Source: an optimization exercise on an open RTL-to-GDS flow (aim: small area). Production flows keep margins and buffers that such runs may drop.
In this exercise RTL edits were held to simulation tests only and were not proved equivalent to the original.
Power and IR drop assume default switching activity.

== job 3069 ==
// tracking_channel
module tracking_channel (
  input  logic        clk,
  input  logic        rstn,
  input  logic        if_sign,
  input  logic        if_mag,
  input  logic        pre_tic_enable,
  input  logic        tic_enable,
  input  logic [28:0] carr_nco_fc,
  input  logic [27:0] code_nco_fc,
  input  logic [9:0]  prn_key,
  input  logic        prn_key_enable,
  input  logic [10:0] code_slew,
  input  logic        slew_enable,
  input  logic        epoch_enable,
  input  logic [10:0] epoch_load,
  output logic        dump,
  output logic signed [15:0] i_early,
  output logic signed [15:0] q_early,
  output logic signed [15:0] i_prompt,
  output logic signed [15:0] q_prompt,
  output logic signed [15:0] i_late,
  output logic signed [15:0] q_late,
  output logic [31:0] carrier_val,
  output logic [20:0] code_val,
  output logic [10:0] epoch,
  output logic [10:0] epoch_check,
  output logic        test_point_01,
  output logic        test_point_02,
  output logic        test_point_03
);
Size in the first run: roughly 1300 cells after synthesis, ~270 I/O pins.
clock: 10.0 ns
lec_check: 0
cap_margin: 20
core_margin: 2
core_utilization: 55
slew_margin: 20
synth_hierarchical: 1
standard.sh (not shown) runs the stock make flow with config.mk's settings and CLKGATE_MAP_FILE= SYNTH_SCRIPT=/design/flow/synth_recipe.tcl, a recipe that flattens the netlist after the stock synthesis.
==> flow/flow/run.sh <==
#!/bin/bash
# Layout flow: the standard ORFS flow (standard.sh, unchanged synthesis),
# with two settings changed:
#  - every input and output port still gets its own buffer, but a small
#    buf_1 instead of the default delay buffer (repair may resize it);
#  - clock tree: no dummy loads, smaller clock buffers.
# Each tool's full output is kept in orfs/logs; make's output in standard.log.
set -euo pipefail
export BUFFER_PORTS_ARGS="-buffer_cell sky130_fd_sc_hd__buf_1"
export CTS_ARGS="-sink_clustering_enable -repair_clock_nets -dont_use_dummy_load -buf_list sky130_fd_sc_hd__clkbuf_8 -sink_clustering_size 16 -sink_clustering_max_diameter 60"
bash standard.sh > standard.log 2>&1
Job 3069 completed every stage of the flow, and the final layout passed the timing, DRC and antenna checks.
## Diff of input files: job 9301 against job 3069
diff --git a/flow/flow/run.sh b/flow/flow/run.sh
--- a/flow/flow/run.sh
+++ b/flow/flow/run.sh
@@ -10 +10 @@
-export CTS_ARGS="-sink_clustering_enable -repair_clock_nets -dont_use_dummy_load -buf_list sky130_fd_sc_hd__clkbuf_8 -sink_clustering_size 16 -sink_clustering_max_diameter 60"
+export CTS_ARGS="-sink_clustering_enable -repair_clock_nets -dont_use_dummy_load -buf_list sky130_fd_sc_hd__clkbuf_4 -sink_clustering_size 8 -sink_clustering_max_diameter 40"
==> comparison <==
Diff job 3069 -> job 9301 | via count | up slightly. Diff job 3069 -> job 9301: minimum clock period climbed 0.087 ns, final routed wire length divided by cell count barely changed, fraction of met2 tracks used by global routing barely changed. Of job 9301 and job 3069, the higher antenna cell count belongs to job 9301. Job 3069 -> job 9301: portion of total power attributed to sequential cells flat. Measured against each other, job 9301 and job 3069 differ in total of clock buffers placed in the layout, the lower figure coming from job 3069. Cell count of job 9301 exceeds that of job 3069 slightly. Wire length of the first global-routing pass, job 9301 and job 3069: larger value in job 9301.
Edits applied to the flow inputs when going from job 9301 to job 1327:
diff --git a/flow/flow/run.sh b/flow/flow/run.sh
--- a/flow/flow/run.sh
+++ b/flow/flow/run.sh
@@ -10 +10 @@
-export CTS_ARGS="-sink_clustering_enable -repair_clock_nets -dont_use_dummy_load -buf_list sky130_fd_sc_hd__clkbuf_4 -sink_clustering_size 8 -sink_clustering_max_diameter 40"
+export CTS_ARGS="-sink_clustering_enable -repair_clock_nets -dont_use_dummy_load -buf_list sky130_fd_sc_hd__clkbuf_8 -sink_clustering_size 24 -sink_clustering_max_diameter 45"
==> run summary <==
Diff job 9301 -> job 1327: fraction of power consumed by sequential logic now smaller; remaining number of nets flagged by the antenna check after routing comparable; clock skew comparable; post-route minimum period comparable. Compared with job 9301, job 1327 ends up with a larger final cell area. Going from job 9301 to job 1327, utilization grows by 0.29 points. Of job 1327 and job 9301, the higher wire length of the first global-routing pass belongs to job 9301. [compare] base=job 9301 new=job 1327: final routed wire length divided by cell count grew by about 0.5%; global-route usage shrank by 0.28 points; worst hold slack held steady. Clock-buffer cell count is higher on job 9301.

==> afterwards: timing with drivers on the ports <==
The flow's constraints put no driver on any port. The routed layouts listed below were extracted and timed again, unchanged, in two steps.
Step 1 (the two cells are an assumption about what drives the block):
set clk [get_ports {clk}]
set_driving_cell -lib_cell sky130_fd_sc_hd__clkbuf_16 $clk
set_driving_cell -lib_cell sky130_fd_sc_hd__buf_2 [delete_from_list [all_inputs] $clk]
Step 2 adds t to the input delays and takes it off the output delays; t is the mean of the earliest and latest rising clock arrival at the registers after step 1. Input paths then give back, and output paths get back, about the clock's delay inside the block.
Three values: ideal ports, drivers, drivers and shift; two values: the first two.
run | shift t [ns] | setup WS [ns] | clock arrival spread, ns | slew at the worst register clock pin (ns)
job 3069 | 0.586 | 1.113 / 1.113 / 1.113 | 0.050 / 0.050 | 0.10 / 0.10
job 9301 | 0.713 | 1.026 / 1.026 / 1.026 | 0.052 / 0.052 | 0.09 / 0.09
job 1327 | 0.603 | 1.029 / 1.029 / 1.029 | 0.053 / 0.053 | 0.11 / 0.11
After both steps every run listed still meets setup and hold.
